This is an optimization exercise on Yosys and OpenROAD, whose aim is small area, not a production implementation. Only simulation tests tie the RTL to the original design; equivalence was not proved. No activity file was given, so power comes from the tool's default toggle rates.

==> flow/design.v (outline; a module is shown in full before it is edited, if it fits) <==
// module conv_top: 1791 lines
// module cv_fa: 4 lines
// module cv_sel: 4 lines
// module cv_sel21: 3 lines
// module cv_sel2: 3 lines
// module cv_ha: 4 lines
module conv_top (
   input  logic         clk,
   input  logic         rst,
   input  logic [511:0] image,
   input  logic [71:0]  kernel,
   output logic [287:0] conv_out,
   output logic         layer_done_out
);
  // ...
==> flow/flow/run.sh <==
#!/bin/bash
# The standard layout (the standard.sh, unchanged synthesis), except that
# the port buffers that global placement inserts use the smallest buffer cell.
export BUFFER_PORTS_ARGS="-buffer_cell sky130_fd_sc_hd__buf_1"
bash standard.sh > standard.log 2>&1
==> flow/standard.sh <==
#!/bin/bash
# synth_recipe.tcl (not shown) runs the flow's synth.tcl, then flattens the netlist and writes it again
# the make line also repeats each setting of config.mk as NAME=value (left out here)
make -C /OpenROAD-flow-scripts/flow DESIGN_CONFIG=/design/flow/config.mk WORK_HOME=/design/flow/orfs CLKGATE_MAP_FILE= SYNTH_SCRIPT=/design/flow/synth_recipe.tcl "${@:-finish}"
==> flow/config.mk <==
export PLATFORM = sky130hd
export DESIGN_NAME = conv_top
export DESIGN_NICKNAME = conv_top
export VERILOG_FILES = /design/flow/design.v
export SDC_FILE = /design/flow/constraint.sdc
export NUM_CORES = 4
export LEC_CHECK = 0
export CAP_MARGIN = 20
export CORE_MARGIN = 2
export CORE_UTILIZATION = 60
export CTS_BUF_LIST = sky130_fd_sc_hd__clkbuf_4 sky130_fd_sc_hd__clkbuf_8
export PLACE_DENSITY = 0.75
export SLEW_MARGIN = 20
export SYNTH_HIERARCHICAL = 1
export SYNTH_MINIMUM_KEEP_SIZE = 0
==> flow/constraint.sdc <==
create_clock -name core_clock -period 11.0 [get_ports {clk}]
set_input_delay 2.2000 -clock core_clock [delete_from_list [all_inputs] [get_ports {clk}]]
set_output_delay 2.2000 -clock core_clock [all_outputs]
set_load 0.01 [all_outputs]
==> summary.txt, run 1 <==
- Top cells by area, synth: dfxtp_1 31%, fa_1 25%, a222oi_1 15%
- Post-synthesis register bit count: 438
- Die X: 219.9 um
- Synth Area in Adders: 0.2954
- Synth warnings: 7
- EDFF count, synth: 0
- Sequential fraction of the synthesis area: 0.3150
- Main combinational cell family by area after synthesis: adder cells
- Post-synth top cells: 431 x dfxtp_1, 429 x a222oi_1, 349 x fa_1
- Cell Area, Synth: 27960 um^2
- Cell taking the most area after synthesis: dfxtp_1
- Stopped at: I/O pin placement
- Starting Density: 0.6045
- Stop err: [ERROR PPL-0024] Number of IO pins (875) exceeds maximum number of available positions (790). Increase the die perimeter from 879.52um to 1190.00um.
- Post-synth top area share: 0.3086
- Die H: 219.9 um
- Post-Syn Instances: 2274
- Status: aborted with a tool error
- Synth unique cells: 46
- FFs w/ async S/R, synth: 0.01598
- Floorplan row count: 79
- Synth Area in Simple Gates: 0.06654
- Main synth FF type: dfxtp_1
- Proportion of synthesized area in mux cells: 0
- Synth Area per Inst: 12.30 um^2
- Synth Area in Compound Gates: 0.2240
- Count leader, synth: dfxtp_1
- Mapped Nets: 3310
- Post-synthesis xor/xnor area fraction: 0.005638
==> run 2: changes to the inputs <==
--- a/flow/config.mk
+++ b/flow/config.mk
@@ -8,7 +8,6 @@
 export CAP_MARGIN = 20
 export CORE_MARGIN = 2
-export CORE_UTILIZATION = 60
-export CTS_BUF_LIST = sky130_fd_sc_hd__clkbuf_4 sky130_fd_sc_hd__clkbuf_8
-export PLACE_DENSITY = 0.75
+export CORE_UTILIZATION = 40
+export PLACE_DENSITY = 0.6
 export SLEW_MARGIN = 20
 export SYNTH_HIERARCHICAL = 1
==> run 2 against run 1 <==
Effect of this change: now clean on timing, DRC and antenna; synthesized cell count did not move; area after synthesis unchanged.
==> summary.txt, run 2 <==
- Final WL: 138900 um
- Cell internal pwr: 4266 uW
- CTS Buf Count: 45
- Rel. slew slack: 0.1410
- Initial antenna violation count: 19
- Gpl congestion: 1.134
- Setup TNS: 0 ns
- Slew @ Worst Pin: 1.286 ns
- Reg with most FFs: chain
- Post-synth top cells: 431 x dfxtp_1, 429 x a222oi_1, 349 x fa_1
- Layout area overhead: 16.86%
- Starting Density: 0.4056 (-0.1989)
- Main synth FF type: dfxtp_1
- # port buffers: 874
- Final Power: 6853 uW
- CP Max Fanout: 8
- Die footprint: 72040 um^2
- Root Buffer: clkbuf_16
- Setup Buffers After CTS: 0
- Post-Syn Instances: 2274 (unchanged)
- Sw Share: 0.3775
- Final Critical Period: 10.06 ns
- Fin. Hold Viols: 0
- Max-slew violations: 0
- Floorplan row count: 96 (+22%)
- WP buf/inv: 2
- Post-synthesis register bit count: 438 (unchanged)
- Synth Area per Inst: 12.30 um^2 (unchanged)
- Hold Path Class: reg2reg
- Power Density: 209.7 nW/um^2
- Count leader, synth: dfxtp_1
- Slowest CP cell: fa_1
- Worst hold slack: 0.3078 ns
- Largest net degree at the start of global routing: 43
- Clk pin slew, worst setup/hold paths: 0.06 ns
- P_sw: 2587 uW
- Synth warnings: 7 (unchanged)
- Largest delay share family, worst path: adder cells
- Core area: 68950 um^2
- Mapped Nets: 3310 (unchanged)
- Clock sink count: 438
- Vias in the first global route: 26280
- Status: finished clean
- GR Util All Layers: 0.3742
- Required @ worst endpoint: 11.46 ns
- Proportion of layout cells with a drive suffix above 1: 0.1135
- Die X: 268.4 um (+22%)
- Drt drc: 0
- Most frequent cells in the layout: 874 x buf_1, 429 x a222oi_1, 429 x dfxtp_1
- Post_cts resized: 0
- 1st-pass router iterations: 11
- Clock share of power: 0.221
- EDFF count, synth: 0 (unchanged)
- Final setup violation count: 0
- Post-synth top area share: 0.3086 (unchanged)
- GRT overflow: 0
- Global-route wire length before repair: 188800 um
- Wirelength per Cell: 34.84 um
- Top cells by area, synth: dfxtp_1 31%, fa_1 25%, a222oi_1 15%
- Clk buf depth: 3
- IO Count: 875
- Fill cells: 6367
- Crit end category: flip-flop
- Synth unique cells: 46 (unchanged)
- Regs by FF count: chain x368, s1 x19, s0 x18
- RSZ-0062 raised after global routing: false
- Sequential fraction of the synthesis area: 0.3150 (unchanged)
- DR vias/cell: 6.262
- TritonCTS clock tree: yes
- Critical path arrival: 10.52 ns
- Cell Area, Synth: 27960 um^2 (unchanged)
- Worst-skew pair later-pin latency: 0.59 ns
- Most frequent CP cell: fa_1
- Comb power frac: 0.413
- Setup Crit Path Kind: in2reg
- DRT antenna net count: 0
- Startpoint Class: primary input
- Lkg Pwr: 0.01116 uW
- Fmax: 0.09940 GHz
- Cell taking the most area after synthesis: dfxtp_1
- FFs w/ async S/R, synth: 0.01598 (unchanged)
- Max reg flops: 368
- Die H: 268.4 um (+22%)
- Most common cell after layout, fill and taps aside: buf_1
- Vias: 24960
- Max stage delay on crit path: 0.55 ns
- Worst Skew: 0.03030 ns
- Final layout net count: 4044
- Hold_buf cts: 0
- Seq pwr share: 0.366
- First DRT Iteration DRCs: 4721
- MaxCap Viol Count: 0
- VDD IR max: 0.1842 mV
- HPWL after DPL: 113800 um
- CTS H-tree lvls: 2
- Tcrit/Tclk final: 0.9146
run 2: cell counts after synthesis:
No cell type changed its count.
run 2: path summary, 6_finish.rpt:
| kind | start | endpoint | slack [ns] | depth (start not counted) |
|---|---|---|---|---|
| max reg2reg | p2[1] | chain[2] | 1.39 | 30 |
| min | chain[55] | chain[63] | 0.31 | 0 |
| max in group asynchronous | rst | q[6] | 9.16 | 1 |
| min reg2reg | chain[55] | chain[63] | 0.31 | 0 |
| min in group asynchronous | rst | q[1] | 1.51 | 1 |
| max | kernel[18] | chain[2] | 0.94 | 26 |
run 2: metal layers:
| layer | routed length [um] | vias up | track usage | share of wire |
|---|---|---|---|---|
| li1 | - | 10240 | - | - |
| met1 | 44070 | 12260 | 0.3844 | 0.32 |
| met2 | 65630 | 1975 | 0.6155 | 0.47 |
| met3 | 13680 | 481 | 0.09310 | 0.098 |
| met4 | 15480 | 6 | 0.3731 | 0.11 |
| met5 | 37 | - | 0 | 0.00027 |
run 2: per-stage QoR:
stage | cell area (um^2) | instances | utilization | setup WS [ns]
after floorplan | 27960 | 2274 | - | 1.009
after global placement | 31150 | 3890 | 0.4517 | 0.3351
after detailed placement | 31150 | 3890 | 0.4517 | 0.3118
after CTS | 32620 | 3969 | 0.4731 | 0.9028
after global routing | 32680 | 3985 | 0.4739 | 0.5443
final | 32680 | 3986 | 0.4740 | 0.9393
run 2: per-module statistics from Yosys, one instance, submodules excluded:
module,cells inside,copies in the design,flip-flops and latches,cell area [um^2]
cv_fa,1,346,0,20.02
cv_sel21,1,9,0,15.01
cv_sel2,1,118,0,12.51
conv_top,1325,1,438,14540
cv_sel,1,428,0,10.01
cv_ha,1,48,0,12.51
run 2: layout make-up:
cell class | count | area (um^2) | share of cell area
multi-input cells | 1428 | 16690 | 0.5108
flip-flops and latches | 438 | 8810 | 0.2696
clock buffers | 61 | 1277 | 0.03909
well taps | 931 | 1165 | 0.03565
repair buffers | 979 | 4064 | 0.1244
clock inverters | 18 | 197.7 | 0.006049
diodes | 15 | 37.54 | 0.001149
inverters | 116 | 435.4 | 0.01332
run 2: power by group through the flow:
stage | Sequential [uW] | Clock [uW] | Combinational [uW]
after floorplan | 2400 | 0 | 2240
after global placement | 2520 | 0 | 2760
after detailed placement | 2540 | 0 | 2830
after CTS | 2510 | 1550 | 2840
after global routing | 2560 | 1610 | 3150
final | 2510 | 1520 | 2830
run 2: cell families after synthesis:
kind of cell / after synthesis / synth area share
adders and majority gates: 451 / 0.2954
xor gates and xnor gates: 18 / 0.005638
buffers and inverters: 408 / 0.09347
AOI/OAI and AO/OA: 615 / 0.2240
DFF: 438 / 0.3150
and+or+nand+nor: 344 / 0.06654
run 2: worst reg2reg max path, delay by kind of cell (launching register included):
family	cells	cell delay [ns]
AND/OR/NAND/NOR	5	0.54
flip-flops	1	0.68
AO/OA/AOI/OAI	5	0.98
buffers and inverters	3	0.47
XOR/XNOR	1	0.13
adder cells (fa/ha/maj)	16	6.67
==> run 3: changes to the inputs <==
==> flow/flow/run.sh (replaced) <==
#!/bin/bash
# The standard layout (standard.sh: the standard synthesis, unchanged),
# with three changes that only affect cell sizes:
#  - after synthesis, combinational cells that abc upsized are set back to
#    drive strength 1 (flow/downsize.tcl); later repair steps upsize again
#    where timing, slew or load need it;
#  - the port buffers that global placement inserts use buf_1;
#  - the power recovery step of global routing is on (RECOVER_POWER).
set -e
export BUFFER_PORTS_ARGS="-buffer_cell sky130_fd_sc_hd__buf_1"
export RECOVER_POWER=100
bash standard.sh synth > synth.log 2>&1
openroad -no_init -exit flow/downsize.tcl > downsize.log 2>&1
bash standard.sh > layout.log 2>&1
==> flow/flow/downsize.tcl (new file) <==
# Set combinational cells of the synthesized netlist to drive strength 1.
set odb orfs/results/sky130hd/conv_top/base/1_synth.odb
read_db $odb
set db [ord::get_db]
set block [ord::get_db_block]
set n 0
foreach inst [$block getInsts] {
   set m [$inst getMaster]
   set name [$m getName]
   if {[regexp {^(sky130_fd_sc_hd__([a-z0-9]+))_([0-9]+)$} $name -> base kind drive]} {
      if {$drive <= 1} continue
      if {[regexp {^(df|edf|sdf|dl|sdl|clk|conb|tap|fill|decap|diode|lpflow|probe)} $kind]} continue
      set new [$db findMaster ${base}_1]
      if {$new == "NULL" || $new == ""} continue
      $inst swapMaster $new
      incr n
   }
}
puts "downsized $n instances"
write_db $odb
==> run 3 against run 2 <==
Effect of this change: register-to-register slack got worse by 0.32 ns; first-iteration DRC count up 11%; critical path type unchanged; the layout now fails its checks (capacitance limit, slew limit); total power grew 2.8%; via count up 3.7%; fmax is 2.1% lower; wire length grew 3.7%; global-route usage grew 4.1 points; non-clock buffer count down 8; critical path depth stayed put; synthesized cell count unchanged; combinational power grew 3%.
==> summary.txt, run 3 <==
- Initial antenna violation count: 27 (+8)
- Setup TNS: 0 ns (unchanged)
- P_sw: 2711 uW (+4.8%)
- Failed Checks: capacitance limit, slew limit
- Reg with most FFs: chain
- Worst r2r src: p1[1]
- Worst-skew pair later-pin latency: 0.63 ns (+0.04 ns)
- TritonCTS clock tree: yes
- Power Density: 220.8 nW/um^2 (+5.3%)
- Final WL: 144100 um (+3.7%)
- Most frequent cells in the layout: 867 x buf_1, 430 x dfxtp_1, 429 x a222oi_1
- MaxCap Viol Count: 2 (+2)
- Reg2reg end: chain[5]
- Required @ worst endpoint: 11.46 ns (about the same)
- Regs by FF count: chain x368, s1 x19, s0 x18
- Most frequent CP cell: fa_1
- Drt drc: 0 (unchanged)
- Root Buffer: clkbuf_16
- Fin. Hold Viols: 0 (unchanged)
- # port buffers: 874 (unchanged)
- GR Util All Layers: 0.4157 (+0.04145)
- RSZ-0062 raised after global routing: false
- Most common cell after layout, fill and taps aside: buf_1
- Tcrit/Tclk final: 0.9340 (+0.01935)
- CP Max Fanout: 8 (unchanged)
- Vias in the first global route: 26640 (+1.4%)
- DR vias/cell: 6.622 (+5.7%)
- GRT overflow: 0 (unchanged)
- Clock sink count: 438 (unchanged)
- GR Util met3: 0.1431 (+0.04998)
- Starting Density: 0.4053 (about the same)
- Critical path arrival: 10.73 ns (+0.21 ns)
- Hold Path Class: reg2reg
- Grt met1 use: 0.4286 (+0.04416)
- DRT antenna net count: 0 (unchanged)
- Core area: 64580 um^2 (-6.3%)
- Global-route wire length before repair: 196900 um (+4.3%)
- Lkg Pwr: 0.01106 uW (-0.90%)
- Max-slew violations: 67 (+67)
- Setup Crit Path Kind: in2reg
- Reg area: 8808 um^2 (about the same)
- Setup Buffers After CTS: 0 (unchanged)
- Gpl congestion: 1.116 (-1.6%)
- Multi-input gate area: 15990 um^2 (-4.2%)
- First DRT Iteration DRCs: 5228 (+11%)
- Depth of the most critical reg-to-reg path: 30 (unchanged)
- Reg2reg setup slack: 1.07 ns (-0.32 ns)
- Global route hottest layer: met2
- Fmax: 0.09734 GHz (-2.1%)
- Final Util: 0.4938 (+0.01983)
- Startpoint Class: primary input
- Final setup violation count: 0 (unchanged)
- Vias: 25870 (+3.7%)
- Clk pin slew, worst setup/hold paths: 0.06 ns (about the same)
- Proportion of layout cells with a drive suffix above 1: 0.06434 (-0.04915)
- Synth Area per Inst: 11.51 um^2 (-6.4%)
- IO Count: 875 (unchanged)
- Critical path origin: kernel[18]
- Worst Skew: 0.05344 ns (+0.02315 ns)
- Layout area overhead: 21.82%
- Rel. slew slack: -0.2716 (-0.4126)
- HPWL after DPL: 117100 um (+2.9%)
- Sw Share: 0.3851 (+0.007571)
- Met2 usage: 0.6646 (+0.04912)
- CTS Buf Count: 42 (-6.7%)
- Die X: 259.8 um (-3.2%)
- Mapped Nets: 3310 (unchanged)
- Cell internal pwr: 4330 uW (+1.5%)
- Post_cts resized: 0 (unchanged)
- Status: complete, but fails checks
- VDD IR max: 0.2184 mV (+19%)
- Max reg flops: 368 (unchanged)
- Final layout net count: 4033 (-0.27%)
- Seq pwr share: 0.359 (-0.007)
- Floorplan row count: 93 (-3.1%)
- Clock share of power: 0.225 (+0.004)
- Comb power frac: 0.415 (+0.002)
- Slew @ Worst Pin: 1.907 ns (+0.6216 ns)
- Crit end category: flip-flop
- CTS H-tree lvls: 2 (unchanged)
- Die footprint: 67510 um^2 (-6.3%)
- Largest net degree at the start of global routing: 46 (+7.0%)
- Fill cells: 6003 (-5.7%)
- Slowest CP cell: a222oi_1
- Die H: 259.8 um (-3.2%)
- Max stage delay on crit path: 0.60 ns (+0.05 ns)
- Synth warnings: 7 (unchanged)
- Post-Syn Instances: 2274 (unchanged)
- 1st-pass router iterations: 17 (+6)
- Final Critical Period: 10.27 ns (+0.2129 ns)
- Cell Area, Synth: 26180 um^2 (-6.4%)
- Clk buf depth: 3 (unchanged)
- Crit path to: chain[5]
- Wirelength per Cell: 36.87 um (+5.8%)
- Hold_buf cts: 0 (unchanged)
==> run 3: metal layers <==
metal	share of wire	routed length, um
met5	0.00048	69
met4	0.11	15970
met3	0.12	16690
met2	0.46	65760
met1	0.32	45560
==> run 3: area by class of cell <==
class	instances	share of cell area
clock inverters	21	0.01067
repair buffers	971	0.1257
inverters	116	0.01365
flip-flops and latches	438	0.2762
clock buffers	57	0.03727
multi-input cells	1428	0.5013
well taps	855	0.03355
diodes	21	0.001648
==> run 3: how the worst min path moves through the flow <==
stage | from | to | cells after the start
after floorplan | chain[112] | chain[120] | 0
after global placement | chain[57] | chain[65] | 0
after detailed placement | chain[126] | chain[134] | 0
after CTS | chain[126] | chain[134] | 0
after global routing | chain[55] | chain[63] | 0
final | chain[243] | chain[251] | 0
==> run 3: power groups by stage <==
stage	Sequential (uW)	Combinational (uW)	Clock (uW)
2_1_floorplan	2390	1940	0
3_3_place_gp	2530	2820	0
3_5_place_dp	2560	2880	0
4_1_cts	2540	2900	1610
5_1_grt	2580	3230	1670
6_report	2530	2920	1590
==> run 3: metrics by stage <==
stage | hold slack (ns) | worst slack (ns) | total power, uW | cells | cell area (um^2)
after floorplan | 0.3096 | 0.9581 | 4326 | 2274 | 26180
after global placement | 0.3100 | 0.3078 | 5357 | 3806 | 30300
after detailed placement | 0.3121 | 0.2922 | 5437 | 3806 | 30300
after CTS | 0.3118 | 0.9099 | 7051 | 3884 | 31830
after global routing | 0.3248 | 0.3850 | 7487 | 3895 | 31860
final | 0.3078 | 0.7264 | 7041 | 3907 | 31890
==> run 3: worst max-delay path, delay by kind of cell <==
kind	cells	cell delay [ns]
AO/OA/AOI/OAI	1	0.60
XOR/XNOR	1	0.13
adder cells (fa/ha/maj)	14	5.79
buffers and inverters	2	0.41
AND/OR/NAND/NOR	8	1.58

## re-timing with driven ports
The flow's constraints put no driver on any port. The routed layouts listed below were extracted and timed again, unchanged, in two steps.
Step 1 (the two cells are an assumption about what drives the block):
set clk [get_ports {clk}]
set_driving_cell -lib_cell sky130_fd_sc_hd__clkbuf_16 $clk
set_driving_cell -lib_cell sky130_fd_sc_hd__buf_2 [delete_from_list [all_inputs] $clk]
Step 2 also shifts input and output timing later by t, the mid clock arrival at the registers, as if the neighbouring blocks saw the same clock.
a / b / c = ideal ports / drivers / drivers and shift; a / b = the first two.
| run | t, ns | slack for setup (ns) | hold slack, ns | pins driven straight from the clock port |
|---|---|---|---|---|
| run 2 | 0.639 | 0.939 / 0.930 / 0.292 | 0.308 / 0.308 / 0.308 | 1 |
| run 3 | 0.666 | 0.726 / 0.764 / 0.098 | 0.308 / 0.308 / 0.308 | 1 |
For run 2, which loses most, drivers alone change the setup slack by -0.009 ns; drivers and shift together by -0.647 ns.
